Background: an optimization exercise with open tools, aiming at small area. Do not read the settings as production practice. At most, simulation tests tie the RTL to the original design; equivalence was not proved. No activity file was given, so power comes from the tool's default toggle rates.

Setup of east:
// top_embed
module top_embed(
	input sys_clk,
	input xreset,
	input fifo_rset,
	input trigger,
	output reg pixel_ready,
	output single_strobe,
	output cont_strobe,
	input spi_clk,
	input spi_mosi,
	output spi_miso,
	output spi_miso_oe,
	input fpga_cs,
	input fifo_cs,
	input e2_cs,
	input adt_cs,
	output adt7301_clk,
	output adt7301_cs,
	output eeprom_clk,
	output eeprom_cs,
	output ilx511b_clk,
	output ilx511b_rog,
	output ilx511b_shsw,
	input ad7621_busy,
	input [15:0] ad7621_di,
	output ad7621_convst,
	output fifo_rst,
	output [15:0] fifo_din,
	output fifo_wr_en,
	output fifo_rd_en,
	input [15:0] fifo_dout,
	input fifo_full,
	input fifo_empty,
	input [10:0] fifo_data_count
    );
	reg [2:0] sclk_s;
	reg [2:0] acq_s;
	always @ (posedge sys_clk)
	begin
		sclk_s <= {sclk_s[1:0], spi_clk};
		acq_s <= {acq_s[1:0], fifo_rset | trigger};
	end
	wire sclk_rise = sclk_s[1] & ~sclk_s[2];
	wire sclk_fall = sclk_s[2] & ~sclk_s[1];
	wire acq_rise = acq_s[1] & ~acq_s[2];
	wire fpga_miso;
	wire fifo_miso;
	assign spi_miso = (fifo_cs == 1'b0) ? fifo_miso : (fpga_cs == 1'b0) ? fpga_miso : 1'b0;
	assign spi_miso_oe = e2_cs & adt_cs;
	assign eeprom_clk = spi_clk;
	assign eeprom_cs = e2_cs;
	assign adt7301_clk = spi_clk;
	assign adt7301_cs = adt_cs;
	wire [15:0] FPGA_COUNTBASE;
	wire [15:0] FPGA_STRBCOUNT;
	wire [15:0] FPGA_INTCLOCK;
	wire [15:0] FPGA_SSLOWDELAY;
	wire [15:0] FPGA_SSHIGHDELAY;
	wire [15:0] FPGA_LAMPENABLE;
  ...
clock: 20.0 ns
lec_check: 0
cap_margin: 20
core_margin: 2
core_utilization: 40
slew_margin: 20
standard.sh (not shown) runs the stock make flow with config.mk's settings and CLKGATE_MAP_FILE= SYNTH_SCRIPT=/design/flow/synth_recipe.tcl, a recipe that flattens the netlist after the stock synthesis.
==> flow/flow/run.sh <==
#!/bin/bash
export BUFFER_PORTS_ARGS="-buffer_cell sky130_fd_sc_hd__buf_1"
export CTS_ARGS="-sink_clustering_enable -repair_clock_nets -dont_use_dummy_load -buf_list sky130_fd_sc_hd__clkbuf_4 -sink_clustering_size 8 -sink_clustering_max_diameter 40"
bash standard.sh > standard_flow.log 2>&1
Setup changes, east to middle
- SLEW_MARGIN: 20 -> 0
- CORE_UTILIZATION: 40 -> 80
- CAP_MARGIN: 20 -> 0
### Flow results
middle — fraction of power consumed by the clock network 2.3 points lower, east as reference
The final cycle utilization of the critical path in middle was higher than what east gave.
Instance count after placement with tap cells included ends up lower on middle.
Relative to east, final non-filler cell total has decreased by about 13% in middle.
middle vs. east: proportion of cell area spent on the clock network went down by 0.38 points.
Die area (lower): middle
Re maximum frequency from static timing analysis: middle is 1.3% down on east.
Routed wire in middle totals less than in east.
middle vs east — post-route total power dropped 0.042 mW.

* * *

== v11 ==
top_embed, a different RTL version from the one above (not shown whole).
Size: about 440 flip-flops, about 88 I/O pins, ~22,000 µm² of cells after synthesis.
Settings: LEC_CHECK=0, ABC_AREA=1, CAP_MARGIN=20, CORE_MARGIN=2, CORE_UTILIZATION=40, SLEW_MARGIN=20; clock period 20.0 ns.
run.sh (not shown) runs the stock make flow with config.mk's settings and CLKGATE_MAP_FILE= SYNTH_SCRIPT=/design/flow/synth_recipe.tcl, a recipe that flattens the netlist after the stock synthesis.
Stock flow here: none of the scripts above is used.
Edits applied to the flow inputs when going from v11 to v34:
Settings: clearing ABC_AREA, which used to be 1.
==> flow/flow/run.sh (new file) <==
#!/bin/bash
cp standard.sh standard_copy.log
export BUFFER_PORTS_ARGS="-buffer_cell sky130_fd_sc_hd__buf_1"
export CTS_ARGS="-sink_clustering_enable -repair_clock_nets -dont_use_dummy_load -buf_list sky130_fd_sc_hd__clkbuf_4 -sink_clustering_size 10 -sink_clustering_max_diameter 50"
bash standard.sh > standard_flow.log 2>&1
==> flow/standard.sh (new file) <==
#!/bin/bash
# synth_recipe.tcl (not shown) runs the flow's synth.tcl, then flattens the netlist and writes it again
# the make line also repeats each setting of config.mk as NAME=value (left out here)
make -C /OpenROAD-flow-scripts/flow DESIGN_CONFIG=/design/flow/config.mk WORK_HOME=/design/flow/orfs CLKGATE_MAP_FILE= SYNTH_SCRIPT=/design/flow/synth_recipe.tcl "${@:-finish}"
removed: flow/run.sh
Total stage count of the critical path came out lower on v34 than on v11. v11 → v34: synthesized netlist net count went down 519; clock transition at the registers of the reported paths increased by 0.04 ns relative to the old numbers; total die area dropped about 3.4%; combinational share of power dropped 4.4 points. In v34 the number of tap cells inserted turned out 52 lower than in v11. Of v34 and v11, v34 shows the higher fraction of met3 tracks used by global routing, with v11 below it. Max cell count across v34 and v11: v11. Utilization v11 -> v34: down. v34 ends up with lower final area than v11 does.
Input changes introduced in v21 (baseline for comparison: v34):
Settings: CTS_CLUSTER_DIAMETER now 50, previously not set; CTS_CLUSTER_SIZE now 10, previously not set; CTS_BUF_LIST now sky130_fd_sc_hd__clkbuf_4, previously not set.
==> flow/run.sh (new file) <==
#!/bin/bash
# synth_recipe.tcl (not shown) runs the flow's synth.tcl, then flattens the netlist and writes it again
# the make line also repeats each setting of config.mk as NAME=value (left out here)
make -C /OpenROAD-flow-scripts/flow DESIGN_CONFIG=/design/flow/config.mk WORK_HOME=/design/flow/orfs CLKGATE_MAP_FILE= SYNTH_SCRIPT=/design/flow/synth_recipe.tcl finish
removed: flow/flow/run.sh
removed: flow/standard.sh
### Flow results
- Diff v34 -> v21: cell area went up by 970 µm², global placer's final weighted congestion lost 1.9%, total power climbed about 12%, routed wire length higher.
- Fmax went up by a few percent going from v34 to v21.
Relative to v21, the following input files were edited for v59:
Settings: CTS_CLUSTER_SIZE no longer set, was 10; CTS_BUF_LIST no longer set, was sky130_fd_sc_hd__clkbuf_4; CTS_CLUSTER_DIAMETER no longer set, was 50.
## What came out
Cell area | v59 vs v21 | v59 larger
On aggregate routed wire length, v59 and v21 are basically level.
Going from v21 to v59, combinational group share of total power -0.6 points; power dissipated by switching net loads +8.1%.
Minimum hold slack: v59 better than v21
v59 reports a lower number of iterations in the first detailed-routing pass than v21 does.
v59 against v21: fraction of standard cell area that is sequential shows a reduction of 1.4 points; number of enable flip-flop cells after synthesis shows no meaningful change.
Changes in v48 relative to v59:
Settings: CTS_BUF_LIST newly set to sky130_fd_sc_hd__clkbuf_8.
## What came out
Every run in the comparison, v59 and v48, completed the flow with a clean layout.
From v59 to v48 the numbers moved as follows: via count went up; final total power went down.
v48 vs v59: power share of the clock group down
Looking at number of cell instances on the worst register-to-register path across v59 and v48, the one that comes out higher is v59.
Maximum vdd drop shrinks by a few percent when moving from v59 to v48.
Cmp v59 and v48 / clock buffer count / higher: v48
v59 -> v48: count of nets left with antenna violations after detail routing delta 0, exact match
No run of this note included a check of the RTL's function; only the layout flow was run.

-- what the ideal ports hide --
No port has a modelled driver above. Below, the same layouts with a new extraction and two added sets of constraints.
Step 1 sets driving cells, clkbuf_16 on the clock port and buf_2 on the other inputs (assumed; they add their load-dependent delay and slew).
Step 2 times the ports against the registers' clock, not the clock port: input delays grow and output delays shrink by t, the midpoint of the rising clock arrivals with the driver on.
a / b / c = no drivers / after step 1 / after step 2; a / b = the first two.
| run | t, ns | setup slack, ns | clock arrival spread, ns | worst register clock-pin slew, ns | worst data-port slew with drivers (ns) |
|---|---|---|---|---|---|
| east | 0.806 | 9.341 / 9.341 / 9.341 | 0.106 / 0.107 | 0.10 / 0.10 | 0.04 |
| middle | 0.788 | 9.202 / 9.202 / 9.202 | 0.067 / 0.067 | 0.10 / 0.10 | 0.06 |
| v11 | 0.648 | 9.756 / 9.737 / 9.737 | 0.038 / 0.038 | 0.06 / 0.06 | 0.04 |
| v34 | 0.901 | 10.141 / 10.119 / 10.119 | 0.108 / 0.108 | 0.12 / 0.12 | 0.09 |
| v21 | 0.892 | 10.364 / 10.303 / 10.303 | 0.094 / 0.094 | 0.12 / 0.12 | 0.09 |
| v59 | 0.637 | 10.357 / 10.296 / 10.296 | 0.018 / 0.018 | 0.06 / 0.06 | 0.09 |
| v48 | 0.701 | 10.360 / 10.300 / 10.300 | 0.050 / 0.050 | 0.07 / 0.07 | 0.08 |
After both steps every run listed still meets setup and hold.
